Background: an optimization exercise with open tools, aiming at small area and a short achievable clock period. Do not read the settings as production practice.
At most, simulation tests tie the RTL to the original design; equivalence was not proved.

==> flow/design.v (excerpt) <==
module axis_eth_fcs
(
    input  wire        clk,
    input  wire        rst,
    input  wire [127:0]  input_axis_tdata,
    input  wire [15:0]   input_axis_tstrb,
    input  wire          input_axis_tvalid,
    output wire          input_axis_tready,
    input  wire          input_axis_tlast,
    output wire [31:0] output_fcs,
    output wire        output_fcs_valid
);
Size in the first run: roughly 180 I/O pins.
==> flow/config.mk <==
export PLATFORM = sky130hd
export DESIGN_NAME = axis_eth_fcs
export DESIGN_NICKNAME = axis_eth_fcs
export VERILOG_FILES = /design/flow/design.v
export SDC_FILE = /design/flow/constraint.sdc
export NUM_CORES = 4
export LEC_CHECK = 0
export CAP_MARGIN = 20
export CORE_MARGIN = 2
export CORE_UTILIZATION = 40
export SETUP_SLACK_MARGIN = 0.3
export SLEW_MARGIN = 20
export DONT_USE_CELLS += sky130_fd_sc_hd__xor3_1 sky130_fd_sc_hd__xor3_2 sky130_fd_sc_hd__xor3_4 sky130_fd_sc_hd__xnor3_1 sky130_fd_sc_hd__xnor3_2 sky130_fd_sc_hd__xnor3_4
==> flow/constraint.sdc <==
create_clock -name core_clock -period 16.0 [get_ports {clk}]
set_input_delay 3.2000 -clock core_clock [delete_from_list [all_inputs] [get_ports {clk}]]
set_output_delay 3.2000 -clock core_clock [all_outputs]
set_load 0.01 [all_outputs]
standard.sh (not shown) runs the stock make flow with config.mk's settings and CLKGATE_MAP_FILE= SYNTH_SCRIPT=/design/flow/synth_recipe.tcl, a recipe that flattens the netlist after the stock synthesis.
==> flow/flow/run.sh <==
#!/bin/bash
set -euo pipefail
cd "$(dirname "$0")/.."
if [[ -f flow/extra.mk ]]; then cat flow/extra.mk >> config.mk; fi
mapfile -t ARGS < <(grep -v '^\s*$' flow/args.txt)
bash standard.sh synth > flow_synth.log 2>&1
bash standard.sh "${ARGS[@]}" finish > flow_finish.log 2>&1
==> flow/flow/args.txt <==
SETUP_SLACK_MARGIN=8.5
BUFFER_PORTS_ARGS=-buffer_cell sky130_fd_sc_hd__buf_2
==> flow/flow/extra.mk <==
export DONT_USE_CELLS += sky130_fd_sc_hd__xor3_1 sky130_fd_sc_hd__xor3_2 sky130_fd_sc_hd__xor3_4 sky130_fd_sc_hd__xnor3_1 sky130_fd_sc_hd__xnor3_2 sky130_fd_sc_hd__xnor3_4
The baseline ran to the end with no violations.
Change:
==> flow/flow/args.txt (replaced) <==
SETUP_SLACK_MARGIN=9.25
BUFFER_PORTS_ARGS=-buffer_cell sky130_fd_sc_hd__buf_2
Result:
- die area does not change
- wire length goes up by 1.7%
- setup slack is better by 0.81 ns
- global-route usage goes up by 0.31 points
No functional check of the RTL was part of any run of this note.

---

run A:
Another version of the RTL of axis_eth_fcs (not shown whole).
For scale: about 2000 cells after synthesis, ~34 flip-flops, about 180 I/O pins, roughly 18000 µm² of cells after synthesis.
clock: 16.0 ns
lec_check: 0
cap_margin: 20
core_margin: 2
core_utilization: 40
setup_slack_margin: 0.3
slew_margin: 20
==> flow/flow/run.sh <==
#!/bin/bash
set -euo pipefail
cd "$(dirname "$0")/.."
MARGIN=$(cat flow/margin.txt)
bash standard.sh synth > flow_synth.log 2>&1
bash standard.sh SETUP_SLACK_MARGIN=$MARGIN finish > flow_finish.log 2>&1
==> flow/flow/margin.txt <==
8
Run A completed; timing, DRC and antenna clean
Edits applied to the flow inputs when going from run A to run B:
==> flow/run.sh (new file) <==
#!/bin/bash
# synth_recipe.tcl (not shown) runs the flow's synth.tcl, then flattens the netlist and writes it again
# the make line also repeats each setting of config.mk as NAME=value (left out here)
make -C /OpenROAD-flow-scripts/flow DESIGN_CONFIG=/design/flow/config.mk WORK_HOME=/design/flow/orfs CLKGATE_MAP_FILE= SYNTH_SCRIPT=/design/flow/synth_recipe.tcl finish
removed: flow/flow/run.sh
removed: flow/flow/margin.txt
removed: flow/standard.sh
--- outcome ---
- Wire: run B routes less than run A
- Layout filler cell count, run A and run B: smaller value in run A
- NOTE summed area of non-filler cells in the final layout run A->run B decreased by a few percent
- Diff run A -> run B | via density per instance | decrease of 0.70%
- Area used by multi-input combinational logic was higher in the run labelled run A.
- Data required time at the worst endpoint on run B is up relative to run A.
--- input diff run B..run C ---
==> flow/flow/run.sh (new file) <==
#!/bin/bash
set -euo pipefail
cd "$(dirname "$0")/.."
MARGIN=$(cat flow/margin.txt)
bash standard.sh synth > flow_synth.log 2>&1
bash standard.sh SETUP_SLACK_MARGIN=$MARGIN finish > flow_finish.log 2>&1
==> flow/flow/margin.txt (new file) <==
9.5
==> flow/standard.sh (new file) <==
#!/bin/bash
# synth_recipe.tcl (not shown) runs the flow's synth.tcl, then flattens the netlist and writes it again
# the make line also repeats each setting of config.mk as NAME=value (left out here)
make -C /OpenROAD-flow-scripts/flow DESIGN_CONFIG=/design/flow/config.mk WORK_HOME=/design/flow/orfs CLKGATE_MAP_FILE= SYNTH_SCRIPT=/design/flow/synth_recipe.tcl "${@:-finish}"
removed: flow/run.sh
Findings:
Run C | ERROR | global routing (5_1_grt)
Count of standard-cell rows: run C vs run B identical
For sequential cell area fraction in the yosys report, run B and run C come out practically identical.
Per the comparison of run C with run B, async set-or-reset flop fraction in the synthesized netlist neither gained nor lost much; global placer's final weighted congestion roughly the same; post-cts repair resize count climbed 929.
Changes in run D relative to run C:
==> flow/flow/run.sh <==
#!/bin/bash
set -euo pipefail
cd "$(dirname "$0")/.."
if [[ -f flow/extra.mk ]]; then cat flow/extra.mk >> config.mk; fi
mapfile -t ARGS < <(grep -v '^\s*$' flow/args.txt)
bash standard.sh synth > flow_synth.log 2>&1
bash standard.sh "${ARGS[@]}" finish > flow_finish.log 2>&1
==> flow/flow/args.txt (new file) <==
SETUP_SLACK_MARGIN=8
BUFFER_PORTS_ARGS=-buffer_cell sky130_fd_sc_hd__buf_2
==> flow/flow/extra.mk (new file) <==
export DONT_USE_CELLS += sky130_fd_sc_hd__xor3_1 sky130_fd_sc_hd__xor3_2 sky130_fd_sc_hd__xor3_4 sky130_fd_sc_hd__xnor3_1 sky130_fd_sc_hd__xnor3_2 sky130_fd_sc_hd__xnor3_4
--- a/flow/config.mk
+++ b/flow/config.mk
@@ -12 +12,2 @@
 export SLEW_MARGIN = 20
+export DONT_USE_CELLS += sky130_fd_sc_hd__xor3_1 sky130_fd_sc_hd__xor3_2 sky130_fd_sc_hd__xor3_4 sky130_fd_sc_hd__xnor3_1 sky130_fd_sc_hd__xnor3_2 sky130_fd_sc_hd__xnor3_4
removed: flow/flow/margin.txt
Results
Sort run D and run C by sequential area share after synthesis, ascending, and run C comes first. Every stage of the flow completed for run D, and the final layout passed the timing, DRC and antenna checks. When the final numbers for run D and run C were put side by side, the die outline width turned out to be smaller in run D. [compare] base=run C new=run D: number of placed instances, taps included shows an increase of 1.7%, simple logic cell fraction of the synthesized area up 1.1 points, sum of net half-perimeters after detailed placement lost 9.1%. The lower synthesized cell count came out of run C. In run D, the xor/xnor share of the synthesized area came out 0.22 points below the value in run C. The synthesized cell area of run D is lower than that of run C. From run C to run D the numbers moved as follows: distinct cell type count of the synthesized netlist moved down; number of nets produced by synthesis now larger.
--- input diff run D..run E ---
--- a/flow/flow/run.sh
+++ b/flow/flow/run.sh
@@ -3,3 +3,2 @@
 cd "$(dirname "$0")/.."
-if [[ -f flow/extra.mk ]]; then cat flow/extra.mk >> config.mk; fi
 mapfile -t ARGS < <(grep -v '^\s*$' flow/args.txt)
--- a/flow/config.mk
+++ b/flow/config.mk
@@ -12,2 +12 @@
 export SLEW_MARGIN = 20
-export DONT_USE_CELLS += sky130_fd_sc_hd__xor3_1 sky130_fd_sc_hd__xor3_2 sky130_fd_sc_hd__xor3_4 sky130_fd_sc_hd__xnor3_1 sky130_fd_sc_hd__xnor3_2 sky130_fd_sc_hd__xnor3_4
removed: flow/flow/extra.mk
Compared with run D, run E shows non-clock buffer instance count of the final layout that has gone down by a few percent.
Going from run D to run E, portion of the layout cell area used by non-clock buffers decreased 0.99 points, share of synthesized area spent on multiplexers essentially unchanged, global-route usage increased 1.2 points, number of buffers on the longest clock path essentially unchanged.
Of the two values seen for endpoint of the most critical setup path, crc_reg[24] was produced by run E and crc_reg[21] by run D.
From run D to run E the numbers moved as follows: core utilization shows a reduction of 1.3 points.

==> re-timing with driven ports <==
Ports are ideal in the flow. The routed layouts listed here were re-timed in OpenROAD.
Step 1, drivers: a clkbuf_16 drives clk and a buf_2 each remaining input, both assumed.
Step 2 also shifts input and output timing later by t, the mid clock arrival at the registers, as if the neighbouring blocks saw the same clock.
a / b / c = ideal / step 1 / step 2; a / b = the first two.
| run | t, ns | setup WS [ns] | worst slew at a driven data input, ns | cell pins on the clock port's net |
|---|---|---|---|---|
| the first run of note 1 | 0.332 | 8.417 / 8.437 / 8.106 | 0.06 | 1 |
| the second run of note 1 | 0.330 | 9.225 / 9.243 / 8.913 | 0.06 | 1 |
| run A | 0.305 | 7.806 / 7.804 / 7.499 | 0.09 | 1 |
| run B | 0.304 | 5.750 / 5.749 / 5.445 | 0.09 | 1 |
| run D | 0.307 | 7.973 / 7.978 / 7.670 | 0.06 | 1 |
| run E | 0.303 | 7.917 / 7.922 / 7.618 | 0.07 | 1 |
After both steps every run listed still meets setup and hold. For the second run of note 1, which loses most, drivers alone change the setup slack by +0.018 ns; drivers and shift together by -0.312 ns.
